What follows belongs to an exercise in optimizing a design on an open flow for small area, a short achievable clock period and few clock cycles; a production flow would make more cautious choices. Function was checked by simulation only, so behaviour that the tests miss may differ from the original. Power and IR drop assume default switching activity.

===== flow/flow/run.sh =====
#!/bin/bash
# The standard layout (standard.sh), with the port buffers that
# global placement inserts made from buf_2 cells instead of the
# resizer's default choice. Each tool's output goes to standard.log;
# ORFS keeps its per-step logs under orfs/logs.
set -euo pipefail
bash standard.sh BUFFER_PORTS_ARGS="-buffer_cell sky130_fd_sc_hd__buf_2" finish > standard.log 2>&1

===== flow/standard.sh =====
#!/bin/bash
# synth_recipe.tcl (not shown) runs the flow's synth.tcl, then flattens the netlist and writes it again
# the make line also repeats each setting of config.mk as NAME=value (left out here)
make -C /OpenROAD-flow-scripts/flow DESIGN_CONFIG=/design/flow/config.mk WORK_HOME=/design/flow/orfs CLKGATE_MAP_FILE= SYNTH_SCRIPT=/design/flow/synth_recipe.tcl "${@:-finish}"

===== flow/config.mk =====
export PLATFORM = sky130hd
export DESIGN_NAME = filtering
export DESIGN_NICKNAME = filtering
export VERILOG_FILES = /design/flow/design.v
export SDC_FILE = /design/flow/constraint.sdc
export NUM_CORES = 4
export LEC_CHECK = 0
export ABC_AREA = 1
export CAP_MARGIN = 20
export CORE_MARGIN = 2
export CORE_UTILIZATION = 60
export CTS_BUF_LIST = sky130_fd_sc_hd__clkbuf_8
export CTS_CLUSTER_DIAMETER = 50
export CTS_CLUSTER_SIZE = 30
export SETUP_SLACK_MARGIN = 2.58
export SLEW_MARGIN = 20

===== flow/constraint.sdc =====
create_clock -name core_clock -period 4.5 [get_ports {clk}]
set_input_delay 0.9000 -clock core_clock [delete_from_list [all_inputs] [get_ports {clk}]]
set_output_delay 0.9000 -clock core_clock [all_outputs]
set_load 0.01 [all_outputs]

===== flow/design.v =====
`timescale 1ns / 1ps
module filtering(
    output reg [7:0] out,
    output reg out_valid,
    output reg [15:0] addr_edge,
    output reg finished,
    output reg [15:0] addr_im,
    input  [7:0] dout_im,
    input start,
    input rst,
    input clk
    );
   localparam M = 8;
   reg [7:0] px [1:2*M];
   integer i;
   wire [7:0] pa = px[2*M];
   wire [7:0] pb = px[M];
   wire [7:0] pc = dout_im;
   wire [7:0] npc = ~pc;
   reg [8:0] lr, rr, er;      
   reg [8:0] lr1, rr1;        
   reg [9:0] xs, ys;          
   wire [8:0] nrr1 = ~rr1;
   wire [8:0] nrr  = ~rr;
   always @(posedge clk) begin
      px[1] <= dout_im;
      for (i = 2; i <= 2*M; i = i + 1) px[i] <= px[i-1];
      lr  <= pa + pb;
      rr  <= pb + pc;
      er  <= pa + npc;
      lr1 <= lr;
      rr1 <= rr;
      xs  <= lr1 + er;
      ys  <= er + nrr1;
   end
   reg [10:0] us, vs;         
   always @(posedge clk) begin
      us <= xs + nrr;
      vs <= ys + lr;
   end
   wire edge_hit = (us >= 11'd866) || (us <= 11'd666) || (vs >= 11'd866) || (vs <= 11'd666);
   reg       pend;           
   reg       run;
   reg [2:0] j;
   reg [2:0] xh;
   wire [4:0] xl = addr_im[4:0];
   reg       j7;             
   reg       xe;             
   reg       s0;             
   reg       fv, fl;         
   wire x_ge2 = xh != 0 || xl >= 2;
   wire x_ge3 = xh != 0 || xl >= 3;
   wire x_0   = xh == 0 && xl == 0;
   wire x_2   = xh == 0 && xl == 2;
   reg       fj1, fj2, fs;   
   wire [8:0] ae_222 = {1'b0, addr_edge[7:0]} + 9'd222;
   wire [8:0] ae_35  = {1'b0, addr_edge[7:0]} + 9'd35;
   wire [8:0] ae_205 = {1'b0, addr_edge[7:0]} + 9'd205;
   wire [8:0] ae_lo  = fv ? ae_222 : (fj1 ? (fs ? ae_35 : ae_205) : {1'b0, addr_edge[7:0]});
   wire [7:0] ae_hi_inc = addr_edge[15:8] + 8'd1;
   wire [7:0] ae_hi_jmp = addr_edge[15:8] + (fs ? 8'd255 : 8'd250);
   always @(posedge clk) begin
      if (rst) begin
         pend <= 0;
         run <= 0;
         fv <= 0;
         fl <= 0;
         out_valid <= 0;
         finished <= 0;
      end else begin
         pend <= start && !run && !pend;
         if (start && !run && !pend) finished <= 0;
         if (pend) run <= 1;
         fv <= run && ((j >= 4 && x_ge2) || (j <= 1 && (x_ge3 || (x_0 && !s0))));
         fl <= run && j == 1 && addr_im == 16'd49952;
         out_valid <= fv;
         if (fl) begin
            finished <= 1;
            run <= 0;
         end
      end
   end
   always @(posedge clk) begin
      if (pend) begin
         addr_im <= 0;
         j <= 0;
         j7 <= 0;
         xh <= 0;
         xe <= 0;
         s0 <= 1;
         addr_edge <= 16'hFFFF;
      end else begin
         if (run) begin
            j <= j + 1;
            j7 <= j == 6;
            xe <= xh == 6 && xl == 31;
            if (j7) begin
               if (xe)
                  addr_im <= addr_im - 16'd447;
               else
                  addr_im <= addr_im - 16'd1567;
            end else
               addr_im <= addr_im + 16'd224;
            if (j7) begin
               if (xe) begin
                  xh <= 0;
                  s0 <= 0;
               end else if (xl == 31)
                  xh <= xh + 1;
            end
         end
         addr_edge[7:0] <= ae_lo[7:0];
         if (fj2)
            addr_edge[15:8] <= ae_hi_jmp;
         else if (ae_lo[8])
            addr_edge[15:8] <= ae_hi_inc;
      end
      fj1 <= run && j == 2 && x_ge2;
      fj2 <= run && j == 3 && x_ge2;
      fs <= x_2;
      out <= edge_hit ? 8'd0 : 8'd255;
   end
endmodule

==> results of run 1 <==
==> power by group <==
part           switching (mW)  leakage, nW  internal, mW  total, mW
Combinational            1.05         3.25         0.789       1.84
Sequential              0.189         2.24          2.74       2.93
Clock                   0.918        0.291         0.669       1.59
Total                    2.16         5.78          4.20       6.36
==> worst min path at each step <==
stage | end | slack (ns) | depth (start not counted)
4_1_cts | px[14][4] | 0.34 | 0
3_3_place_gp | px[15][1] | 0.31 | 0
5_1_grt | px[14][4] | 0.34 | 0
2_1_floorplan | px[10][0] | 0.31 | 0
3_5_place_dp | px[15][1] | 0.31 | 0
6_report | px[6][3] | 0.33 | 0
==> final cells by class <==
type / count / area (sq um) / area share (%)
Clock buffer: 26 / 358 / 2.92
Inverter: 139 / 527 / 4.30
Tap cell: 225 / 282 / 2.30
Multi-Input combinational cell: 742 / 4690 / 38.3
Timing Repair Buffer: 87 / 738 / 6.03
Sequential cell: 266 / 5430 / 44.4
Clock inverter: 17 / 213 / 1.74
==> cells in the mapped netlist (all sizes together) <==
cell type  number  area, sq um
o21a            1         7.51
xor2           39          342
o21bai          5         41.3
xnor2          16          140
a211oi          4         30.0
a21o            3         22.5
nand3b          4         30.0
nor2           74          288
o22ai           5         31.3
a21boi          1         7.51
ha             91         1140
nand2         212          808
o221ai          1         8.76
inv           138          521
or2             5         31.3
nand4          30          188
fa              9          180
clkbuf          2         17.5
o2111ai         5         43.8
clkinv          1         3.75
o21ai          35          186
o211ai          4         30.0
nor3           13         76.3
buf            13         86.3
nand3          89          468
a21oi          92          460
dfxtp         266         5330
a31oi           3         18.8
==> cell families after synthesis <==
group           Yosys count
xor+xnor                 55
flops                   266
compound gates          159
fa+ha+maj               100
buf+inv                 154
simple gates            427
==> state kept, by name (all words and copies together), names as in the netlist, 3 cells and up <==
| register | flops |
|---|---|
| px | 128 |
| j | 3 |
| rr1 | 9 |
| er | 9 |
| addr_im | 16 |
| rr | 9 |
| us | 11 |
| xh | 3 |
| lr1 | 9 |
| ys | 10 |
| xs | 10 |
| addr_edge | 16 |
| lr | 9 |
| vs | 11 |
==> metal layers <==
metal / wire (um) / GRT usage [%]
met5: 0 / 0
met4: 520 / 7.47
met3: 785 / 3.02
met2: 9390 / 36.8
met1: 9830 / 30.7
==> repair_timing <==
item | 4_1_cts | 5_1_grt
endpoints found under the setup margin | 53 | 64
hold buffers | 0 | 0
cloned | 0 | 1
setup buffers | 32 | 2
pin swaps | 0 | 3
resized for setup | 94 | 21
==> summary.txt, run 1 <==
Logic synthesis
  • Netlist Area Pre-Place: 10500 sq um
  • Yosys warnings: 2
  • Register area share after synthesis: 50.6%
  • Adder-cell share of the synthesized area: 12.5%
  • Synth Area in Compound Gates: 8.44%
  • Largest family of logic cells by synthesized area: simple AND/OR/NAND/NOR gates
  • #FFs+latches synth: 266
  • Synth Area in XOR/XNOR: 4.57%
  • Synth cell types: 44
  • Synth Net Count: 1272
  • Avg Inst Size Synth: 9.07 sq um
  • Mux cell area share after synthesis: 0%
  • Synth Area in Simple Gates: 17.9%
  • Post-Syn Instances: 1161

Clock tree
  • CTS buffer count: 24
  • Clk sinks: 266
  • Worst skew pair latency: 0.59 ns
  • Clk buf depth: 3
  • H-tree depth: 1
  • Clk root buf: clkbuf_8
  • Reg clk slew, reported paths: 0.11 ns
  • CTS tree: done

GRT
  • GRT Total Usage: 22.5%
  • Initial antenna violation count: 0
  • First-pass GRT wire length: 33500 um
  • Total grt overflow: 0
  • Vias in the first global route: 7147
  • Largest net degree at the start of global routing: 32

Worst setup path
  • Critical path fanouts, max: 2
  • R2r setup slk: 2.65 ns
  • CP cell instances: buf_6
  • Reg2Reg Launch Point: addr_edge[0]
  • Worst R2R Path Depth: 10
  • Critical Path Slowest Stage Cell: dfxtp_4
  • Critical path launch point type: register
  • Top cell family by delay on the critical path: flip-flops
  • Critical Path AT: 1.07 ns
  • Start point of the critical path: addr_im[11]
  • Crit path capture: addr_im[11]
  • CP endpoint kind: output pin
  • CP max stage delay: 0.37 ns
  • Critical path depth: 1
  • Worst path bufs/invs: 1
  • R2r endpoint: addr_edge[12]
  • Crit path required time: 3.60 ns
  • Crit path kind: reg2out

Placed design
  • Dpl hpwl: 14500 um
  • Port bufs: 52
  • Placed Instances: 1424
  • Final GP Congestion: 0.860
  • Post-DP Area: 11000 sq um
  • Pre-CTS WS: 2.13 ns

Routing
  • Routed Antenna Nets: 0
  • Vias per Instance: 5.15
  • Post-DR wirelength/cell: 13.7 um
  • Post-Route WL: 20500 um
  • DR iter-0 viols: 406
  • Routed vias: 7738
  • DRC: 0
  • 1st-pass router iterations: 6

STA
  • Worst-Margin Slew: 0.507 ns
  • Setup WS post-layout: 2.53 ns
  • Final hold violation count: 0
  • Slew Viols, Final: 0
  • Final setup violation count: 0
  • Layout Skew: 0.0436 ns
  • Achievable Freq: 0.508 GHz
  • Slew HR: 66.2%
  • RSZ-0062 raised after global routing: yes
  • Crit share post-route: 43.7%
  • Final setup TNS: 0 ns
  • Hold slack: 0.329 ns
  • Fin crit period: 1.97 ns

Outcome
  • Status: timing/DRC/antenna clean

Die
  • Row count: 48
  • CORE AREA: 17200 sq um
  • Die area: 18600 sq um
  • Die height: 136 um
  • Die extent in x: 136 um
  • Starting Density: 61.1%
  • I/O pin count: 53

Layout
  • Area Overhead vs Synth: 16.2%
  • Final cell count without fillers: 1502
  • Post-layout util: 71.0%
  • Commonest non-fill, non-tap cell in the layout: dfxtp_1
  • Final nets: 1371
  • N_diodes: 0
  • Fill count: 1373
  • Most frequent cells in the layout: 227 x dfxtp_1, 206 x nand2_1, 136 x inv_1, 90 x a21oi_1
  • Layout cells sized above 1: 16.3%
  • Post-Layout Inst Area: 12200 sq um

Power and ir drop
  • Leakage: 5.78 nW
  • Total power draw: 6.36 mW
  • VDD IR max: 0.439 mV
  • PwrDens: 520 nW/um^2

Worst hold path
  • Hold path start: px[5][3]
  • Tightest Hold Check Type: reg2reg

Job
  • Max-Cap Viols: 0
Testbench counts, summed over its fixed seeds: cycles 795,708.
==> run 2, diff against run 1 <==
--- a/flow/design.v
+++ b/flow/design.v
@@ -33,12 +33,11 @@
       xs  <= lr1 + er;
       ys  <= er + nrr1;
    end
-   reg [10:0] us, vs;         
-   always @(posedge clk) begin
-      us <= xs + nrr;
-      vs <= ys + lr;
-   end
-   wire edge_hit = (us >= 11'd866) || (us <= 11'd666) || (vs >= 11'd866) || (vs <= 11'd666);
+   wire [11:0] u_hi = xs + nrr + 12'd1182;    
+   wire [11:0] u_lo = xs + nrr + 12'd1381;    
+   wire [11:0] v_hi = ys + lr + 12'd1182;
+   wire [11:0] v_lo = ys + lr + 12'd1381;
+   wire edge_hit = u_hi[11] || !u_lo[11] || v_hi[11] || !v_lo[11];
    reg       pend;           
    reg       run;
    reg [2:0] j;
@@ -71,8 +70,8 @@
          pend <= start && !run && !pend;
          if (start && !run && !pend) finished <= 0;
          if (pend) run <= 1;
-         fv <= run && ((j >= 4 && x_ge2) || (j <= 1 && (x_ge3 || (x_0 && !s0))));
-         fl <= run && j == 1 && addr_im == 16'd49952;
+         fv <= run && ((j >= 3 && x_ge2) || (j == 0 && (x_ge3 || (x_0 && !s0))));
+         fl <= run && j == 0 && addr_im == 16'd49728;
          out_valid <= fv;
          if (fl) begin
             finished <= 1;
@@ -115,8 +114,8 @@
          else if (ae_lo[8])
             addr_edge[15:8] <= ae_hi_inc;
       end
-      fj1 <= run && j == 2 && x_ge2;
-      fj2 <= run && j == 3 && x_ge2;
+      fj1 <= run && j == 1 && x_ge2;
+      fj2 <= run && j == 2 && x_ge2;
       fs <= x_2;
       out <= edge_hit ? 8'd0 : 8'd255;
    end
--- a/flow/config.mk
+++ b/flow/config.mk
@@ -10,7 +10,7 @@
 export CORE_MARGIN = 2
 export CORE_UTILIZATION = 60
 export CTS_BUF_LIST = sky130_fd_sc_hd__clkbuf_8
-export CTS_CLUSTER_DIAMETER = 50
-export CTS_CLUSTER_SIZE = 30
-export SETUP_SLACK_MARGIN = 2.58
+export CTS_CLUSTER_DIAMETER = 40
+export CTS_CLUSTER_SIZE = 20
+export SETUP_SLACK_MARGIN = 2.5
 export SLEW_MARGIN = 20
==> summary.txt, run 2 <==
Layout
  • Commonest non-fill, non-tap cell in the layout: dfxtp_1 (unchanged)
  • Fill count: 1284 (was 1373)
  • Layout cells sized above 1: 20.7% (was 16.3%)
  • Multi-input logic area: 4740 sq um (was 4690 sq um)
  • Area Overhead vs Synth: 19.3% (was 16.2%)
  • Register bank with the most flops: px (unchanged)
  • Max FFs per register: 128 (unchanged)
  • Final nets: 1347 (was 1371)
  • N_diodes: 0 (unchanged)
  • Largest regs: px (128), addr_edge (16), addr_im (16) (unchanged)
  • Most frequent cells in the layout: 202 x dfxtp_1, 195 x nand2_1, 156 x inv_1, 80 x a21oi_1, 77 x ha_1 (was 227 x dfxtp_1, 206 x nand2_1, 136 x inv_1, 90 x a21oi_1)
  • Register area: 4980 sq um (was 5430 sq um)

Routing
  • 1st-pass router iterations: 6 (unchanged)
  • Vias per Instance: 5.10 (was 5.15)
  • Routed Antenna Nets: 0 (unchanged)
  • Routed vias: 7531 (was 7738)
  • Post-Route WL: 19700 um (was 20500 um)
  • DRC: 0 (unchanged)
  • Post-DR wirelength/cell: 13.3 um (was 13.7 um)
  • DR iter-0 viols: 401 (was 406)

Worst setup path
  • CP endpoint kind: output pin (unchanged)
  • Top cell family by delay on the critical path: flip-flops (unchanged)
  • CP cell instances: buf_2 (was buf_6)
  • Critical Path AT: 1.11 ns (was 1.07 ns)
  • CP max stage delay: 0.41 ns (was 0.37 ns)
  • Critical path fanouts, max: 8 (was 2)
  • Critical path launch point type: register (unchanged)
  • Critical path depth: 1 (unchanged)
  • Worst R2R Path Depth: 13 (was 10)
  • Crit path kind: reg2out (unchanged)
  • Crit path required time: 3.60 ns (about the same)
  • Critical Path Slowest Stage Cell: dfxtp_4 (unchanged)
  • Worst path bufs/invs: 1 (unchanged)

Logic synthesis
  • Cell taking the most area after synthesis: dfxtp_1 (unchanged)
  • Avg Inst Size Synth: 8.86 sq um (was 9.07 sq um)
  • Synth Flop Type: dfxtp_1 (unchanged)
  • Post-Syn Instances: 1133 (was 1161)
  • Yosys warnings: 2 (unchanged)
  • EDFF count, synth: 0 (unchanged)
  • Most frequent cell after synthesis: dfxtp_1 (unchanged)
  • Register area share after synthesis: 48.7% (was 50.6%)
  • #FFs+latches synth: 244 (was 266)
  • Synth cell types: 44 (unchanged)
  • Netlist Area Pre-Place: 10000 sq um (was 10500 sq um)
  • Asr flop ratio synth: 0% (unchanged)
  • Synth cell count leaders: 244 x dfxtp_1, 199 x nand2_1, 165 x inv_1 (was 266 x dfxtp_1, 209 x nand2_1, 136 x inv_1)
  • Synth top area share: 48.7% (was 50.6%)
  • Synth Net Count: 1245 (was 1272)
  • Top post-synthesis cells by area: dfxtp_1 49%, ha_1 11%, nand2_1 7.4% (was dfxtp_1 51%, ha_1 11%, nand2_1 7.4%)

STA
  • RSZ-0062 raised after global routing: yes (unchanged)
  • Worst-Margin Slew: 0.536 ns (was 0.507 ns)
  • Slew Viols, Final: 0 (unchanged)
  • Hold slack: 0.321 ns (was 0.329 ns)
  • Final setup TNS: 0 ns (unchanged)
  • Fin crit period: 2.01 ns (was 1.97 ns)
  • Final hold violation count: 0 (unchanged)
  • Final setup violation count: 0 (unchanged)
  • Slew HR: 64.0% (was 66.2%)
  • Crit share post-route: 44.8% (was 43.7%)
  • Layout Skew: 0.0171 ns (was 0.0436 ns)
  • Achievable Freq: 0.497 GHz (was 0.508 GHz)

GRT
  • Vias in the first global route: 7011 (was 7147)
  • First-pass GRT wire length: 32300 um (was 33500 um)
  • Initial antenna violation count: 0 (unchanged)
  • Largest net degree at the start of global routing: 20 (was 32)
  • Total grt overflow: 0 (unchanged)
  • GRT Total Usage: 22.0% (was 22.5%)

Power and ir drop
  • Leakage: 5.74 nW (was 5.78 nW)
  • PwrDens: 552 nW/um^2 (was 520 nW/um^2)
  • VDD IR max: 0.380 mV (was 0.439 mV)
  • Total power draw: 6.61 mW (was 6.36 mW)

Die
  • Die extent in x: 133 um (was 136 um)
  • Die height: 133 um (was 136 um)
  • Starting Density: 61.0% (was 61.1%)
  • CORE AREA: 16500 sq um (was 17200 sq um)
  • I/O pin count: 53 (unchanged)
  • Die area: 17800 sq um (was 18600 sq um)
  • Row count: 47 (was 48)

Clock tree
  • Worst skew pair latency: 0.56 ns (was 0.59 ns)
  • H-tree depth: 1 (unchanged)
  • Clk root buf: clkbuf_8 (unchanged)
  • Clk buf depth: 3 (unchanged)
  • Post-CTS Hold Fix Bufs: 0 (unchanged)
  • Reg clk slew, reported paths: 0.09 ns (was 0.11 ns)
  • Clk sinks: 244 (was 266)
  • CTS buffer count: 29 (was 24)
  • CTS tree: done (unchanged)

Worst hold path
  • Tightest Hold Check Type: reg2reg (unchanged)
  • Worst Hold Path Cells: 0 (unchanged)

Job
  • Max-Cap Viols: 0 (unchanged)

Placed design
  • Final GP Congestion: 0.846 (was 0.860)
  • Port bufs: 52 (unchanged)
  • Dpl hpwl: 14300 um (was 14500 um)

Outcome
  • Status: timing/DRC/antenna clean (unchanged)
-- run 2: changes by cell type after synthesis, moves of 5 or more --
| cell | change |
|---|---|
| o21ai_0 | +11 |
| nand2_1 | -10 |
| o21bai_1 | +5 |
| nor2_1 | -21 |
| a31oi_1 | +7 |
| inv_1 | +29 |
| dfxtp_1 | -22 |
| nand3_1 | -19 |
| xnor2_1 | -5 |
| xor2_1 | -6 |
| o211ai_1 | +6 |
-- run 2: layout make-up --
class | instances | share of cell area [%]
Tap cell | 220 | 2.30
Inverter | 168 | 5.37
Clock inverter | 25 | 2.87
Timing Repair Buffer | 84 | 4.93
Multi-Input combinational cell | 708 | 39.6
Clock buffer | 29 | 3.33
Sequential cell | 244 | 41.6
-- run 2: cell families (layout without fill, tap and decap cells) --
logic type / count (synthesis) / after routing / synth area share [%]
compound gates: 182 / 182 / 10.3
xor+xnor: 44 / 44 / 3.84
fa+ha+maj: 101 / 101 / 13.3
buf+inv: 182 / 306 / 7.12
flops: 244 / 244 / 48.7
simple gates: 380 / 381 / 16.8
-- run 2: power by group --
part / internal [mW] / switching [mW] / total, mW / leakage [nW]
clock: 0.831 / 0.963 / 1.79 / 0.364
combinational: 0.937 / 1.30 / 2.24 / 3.33
sequential: 2.43 / 0.154 / 2.58 / 2.05
-- run 2: path summary, 6_finish.rpt --
check              from     endpoint  slack (ns)
min            px[7][7]     px[8][7]        0.32
max              out[6]       out[4]        2.49
min reg2reg    px[7][7]     px[8][7]        0.32
max reg2reg  addr_im[6]  addr_im[15]        2.56
-- run 2: metrics by stage --
stage                     cells  area, sq um  worst slack [ns]  util, %
final                      1478        12000              2.49     72.8
after global routing       1478        12000              2.42     72.8
after CTS                  1463        11600              2.45     70.3
after detailed placement   1392        10600              1.96     64.2
after global placement     1392        10600              2.03     64.2
after floorplan            1133        10100              2.33        -
-- run 2: layer usage --
metal / part of all wire, % / GRT usage, % / routed length [um] / vias up
met5: 0 / 0 / 0 / -
met4: 1.7 / 5.73 / 328 / 0
met3: 4.4 / 3.35 / 878 / 31
met2: 45 / 36.1 / 8960 / 135
met1: 48 / 30.7 / 9570 / 3425
li1: - / - / - / 3940
-- run 2: what timing repair did --
item,in CTS,in global routing
resized for setup,63,75
endpoints found under the hold margin,0,0
setup buffers,17,14
pin swaps,0,24
setup endpoints to repair,47,44
gates cloned,0,1
Testbench counts of run 2, summed over its fixed seeds: cycles 795,696.
==> run 3, diff against run 2 <==
--- a/flow/config.mk
+++ b/flow/config.mk
@@ -9,8 +9,7 @@
 export CAP_MARGIN = 20
 export CORE_MARGIN = 2
 export CORE_UTILIZATION = 60
-export CTS_BUF_LIST = sky130_fd_sc_hd__clkbuf_8
-export CTS_CLUSTER_DIAMETER = 40
-export CTS_CLUSTER_SIZE = 20
+export CTS_CLUSTER_DIAMETER = 50
+export CTS_CLUSTER_SIZE = 30
 export SETUP_SLACK_MARGIN = 2.5
 export SLEW_MARGIN = 20
==> summary.txt, run 3 <==
Logic synthesis
  • Cell taking the most area after synthesis: dfxtp_1 (unchanged)
  • Adder-cell share of the synthesized area: 13.3% (unchanged)
  • Synth cell count leaders: 244 x dfxtp_1, 199 x nand2_1, 165 x inv_1 (unchanged)
  • Asr flop ratio synth: 0% (unchanged)
  • Synth Area in Simple Gates: 16.8% (unchanged)
  • Largest family of logic cells by synthesized area: simple AND/OR/NAND/NOR gates (unchanged)
  • Synth top area share: 48.7% (unchanged)
  • Synth cell types: 44 (unchanged)
  • Synth Net Count: 1245 (unchanged)
  • EDFF count, synth: 0 (unchanged)
  • Top post-synthesis cells by area: dfxtp_1 49%, ha_1 11%, nand2_1 7.4% (unchanged)
  • Mux cell area share after synthesis: 0% (unchanged)
  • Avg Inst Size Synth: 8.86 sq um (unchanged)
  • Yosys warnings: 2 (unchanged)
  • Synth Flop Type: dfxtp_1 (unchanged)
  • Most frequent cell after synthesis: dfxtp_1 (unchanged)
  • #FFs+latches synth: 244 (unchanged)
  • Synth Area in XOR/XNOR: 3.84% (unchanged)
  • Register area share after synthesis: 48.7% (unchanged)
  • Synth Area in Compound Gates: 10.3% (unchanged)
  • Post-Syn Instances: 1133 (unchanged)
  • Netlist Area Pre-Place: 10000 sq um (unchanged)

STA
  • Setup WS post-layout: 2.52 ns (was 2.49 ns)
  • Slew HR: 61.8% (was 64.0%)
  • Layout Skew: 0.0267 ns (was 0.0171 ns)
  • Fin crit period: 1.98 ns (was 2.01 ns)
  • Crit share post-route: 44.0% (was 44.8%)
  • Final setup TNS: 0 ns (unchanged)
  • Final hold violation count: 0 (unchanged)
  • RSZ-0062 raised after global routing: yes (unchanged)
  • Worst-Margin Slew: 0.569 ns (was 0.536 ns)
  • Slew Viols, Final: 0 (unchanged)
  • Final setup violation count: 0 (unchanged)
  • Achievable Freq: 0.505 GHz (was 0.497 GHz)

Power and ir drop
  • Clock network power share: 29.8% (was 27.1%)
  • PwrDens: 572 nW/um^2 (was 552 nW/um^2)
  • VDD IR max: 0.440 mV (was 0.380 mV)
  • Leakage: 5.63 nW (was 5.74 nW)
  • Part of the power in registers: 38.7% (was 39.0%)
  • Comb power frac: 31.5% (was 33.8%)
  • Switch share: 36.2% (was 36.5%)
  • Internal power: 4.26 mW (was 4.19 mW)
  • Psw: 2.42 mW (was 2.41 mW)

Worst setup path
  • Critical path fanouts, max: 5 (was 8)
  • Crit path capture: addr_edge[2] (was out[4])
  • CP cell instances: buf_2 (unchanged)
  • CP endpoint kind: output pin (unchanged)
  • Worst path bufs/invs: 1 (unchanged)
  • Critical path depth: 1 (unchanged)
  • Critical path launch point type: register (unchanged)
  • Reg2Reg Launch Point: rr[0] (was addr_im[6])
  • Crit path required time: 3.60 ns (about the same)
  • Worst R2R Path Depth: 15 (was 13)
  • Critical Path AT: 1.08 ns (was 1.11 ns)
  • Top cell family by delay on the critical path: flip-flops (unchanged)
  • Critical Path Slowest Stage Cell: dfxtp_2 (was dfxtp_4)
  • CP max stage delay: 0.41 ns (about the same)
  • R2r endpoint: out[6] (was addr_im[15])
  • Start point of the critical path: addr_edge[2] (was out[6])
  • Crit path kind: reg2out (unchanged)
  • R2r setup slk: 2.57 ns (was 2.56 ns)

Die
  • I/O pin count: 53 (unchanged)
  • Die extent in x: 133 um (unchanged)
  • Row count: 47 (unchanged)
  • Starting Density: 61.0% (unchanged)
  • CORE AREA: 16500 sq um (unchanged)
  • Die height: 133 um (unchanged)
  • Die area: 17800 sq um (unchanged)

GRT
  • Initial antenna violation count: 0 (unchanged)
  • Vias in the first global route: 6841 (was 7011)
  • GRT Total Usage: 21.6% (was 22.0%)
  • First-pass GRT wire length: 31700 um (was 32300 um)
  • Total grt overflow: 0 (unchanged)
  • Largest net degree at the start of global routing: 31 (was 20)

Clock tree
  • Worst skew pair latency: 0.52 ns (was 0.56 ns)
  • Clk buf depth: 3 (unchanged)
  • Post-CTS Hold Fix Bufs: 0 (unchanged)
  • CTS tree: done (unchanged)
  • H-tree depth: 1 (unchanged)
  • Clk root buf: clkbuf_16 (was clkbuf_8)
  • Reg clk slew, reported paths: 0.09 ns (about the same)
  • Clk sinks: 244 (unchanged)
  • CTS buffer count: 21 (was 29)

Layout
  • Area Overhead vs Synth: 16.3% (was 19.3%)
  • Layout cells sized above 1: 16.1% (was 20.7%)
  • Final nets: 1318 (was 1347)
  • N_diodes: 0 (unchanged)
  • Commonest non-fill, non-tap cell in the layout: dfxtp_1 (unchanged)
  • Most frequent cells in the layout: 218 x dfxtp_1, 196 x nand2_1, 157 x inv_1, 82 x a21oi_1, 80 x ha_1 (was 202 x dfxtp_1, 195 x nand2_1, 156 x inv_1, 80 x a21oi_1, 77 x ha_1)
  • Largest regs: px (128), addr_edge (16), addr_im (16) (unchanged)
  • Register bank with the most flops: px (unchanged)
  • Post-layout util: 70.9% (was 72.8%)
  • Fill count: 1327 (was 1284)
  • Max FFs per register: 128 (unchanged)

Routing
  • Routed vias: 7396 (was 7531)
  • Post-DR wirelength/cell: 13.4 um (was 13.3 um)
  • 1st-pass router iterations: 8 (was 6)
  • Post-Route WL: 19300 um (was 19700 um)
  • DR iter-0 viols: 373 (was 401)
  • DRC: 0 (unchanged)
  • Vias per Instance: 5.13 (was 5.10)
  • Routed Antenna Nets: 0 (unchanged)

Placed design
  • Dpl hpwl: 14300 um (unchanged)
  • Port bufs: 52 (unchanged)
  • Final GP Congestion: 0.846 (unchanged)
  • Pre-CTS WS: 1.96 ns (unchanged)

Job
  • Max-Cap Viols: 0 (unchanged)

Outcome
  • Status: timing/DRC/antenna clean (unchanged)

Worst hold path
  • Tightest Hold Check Type: reg2reg (unchanged)
==> run 3: per-layer routing <==
metal	share of wire, %	track usage (%)	wire [um]	up-vias
li1	-	-	-	3876
met1	50	30.6	9590	3374
met2	45	35.4	8620	122
met3	4.0	2.82	778	24
met4	1.5	5.14	293	0
met5	0	0	0	-
==> run 3: what timing repair did <==
action / 4_1_cts / 5_1_grt
gates resized for setup: 23 / 56
pin swaps: 0 / 18
cloned: 0 / 1
setup endpoints to repair: 23 / 37
setup buffers: 0 / 10
==> run 3: layout make-up <==
| class | instances | area (sq um) | share of cell area [%] |
|---|---|---|---|
| clock buffers | 21 | 526 | 4.50 |
| clock inverters | 17 | 288 | 2.46 |
| inverters | 168 | 641 | 5.49 |
| multi-input cells | 708 | 4660 | 39.9 |
| flip-flops and latches | 244 | 4930 | 42.2 |
| well taps | 220 | 275 | 2.36 |
| repair buffers | 63 | 352 | 3.01 |
==> run 3: power by group through the flow <==
stage / Sequential (mW) / Clock [mW] / Combinational [mW]
floorplan: 2.58 / 0 / 1.58
global placement: 2.62 / 0 / 1.91
detailed placement: 2.63 / 0 / 1.94
CTS: 2.58 / 2.04 / 1.97
global route: 2.62 / 2.13 / 2.42
finish: 2.58 / 1.99 / 2.11
==> run 3: how the worst min path moves through the flow <==
stage / from / depth (start not counted) / endpoint
finish: px[6][5] / 0 / px[7][5]
floorplan: px[9][0] / 0 / px[10][0]
global placement: px[12][0] / 0 / px[13][0]
CTS: px[6][5] / 0 / px[7][5]
detailed placement: px[4][5] / 0 / px[5][5]
global route: px[6][5] / 0 / px[7][5]
==> run 3: logic make-up after synthesis <==
| family | Yosys count |
|---|---|
| DFF | 244 |
| adders and majority gates | 101 |
| and+or+nand+nor | 380 |
| AOI/OAI and AO/OA | 182 |
| xor gates and xnor gates | 44 |
| buffers and inverters | 182 |
==> run 3: per-stage QoR <==
step,instance area [sq um],hold WS [ns],power (mW),cells
finish,11700,0.306,6.68,1441
global route,11700,0.312,7.16,1441
CTS,11400,0.302,6.58,1430
detailed placement,10600,0.312,4.57,1392
global placement,10600,0.310,4.52,1392
floorplan,10100,0.310,4.16,1133

[re-timing with driven ports]
Ports are ideal in the flow. The routed layouts listed here were re-timed in OpenROAD.
Step 1 sets driving cells, clkbuf_16 on the clock port and buf_2 on the other inputs (assumed; they add their load-dependent delay and slew).
Step 2, shift: input delay + t, output delay - t, t = (earliest + latest rising clock arrival at the registers) / 2. This alone moves slack from input paths to output paths.
Three values: ideal, step 1, step 2; two values: the first two.
| run | t, ns | setup slack, ns | worst hold slack (ns) | worst slew at a driven data input, ns | cell pins on the clock port's net |
|---|---|---|---|---|---|
| run 1 | 0.607 | 2.532 / 2.490 / 2.134 | 0.329 / 0.329 / 0.329 | 0.03 | 1 |
| run 2 | 0.599 | 2.486 / 2.445 / 2.013 | 0.321 / 0.321 / 0.321 | 0.03 | 1 |
| run 3 | 0.553 | 2.519 / 2.475 / 2.062 | 0.306 / 0.306 / 0.306 | 0.03 | 1 |
After both steps every run listed still meets setup and hold. The setup slack of run 2, which loses most, moves by -0.041 ns with the drivers and by -0.473 ns with both steps.
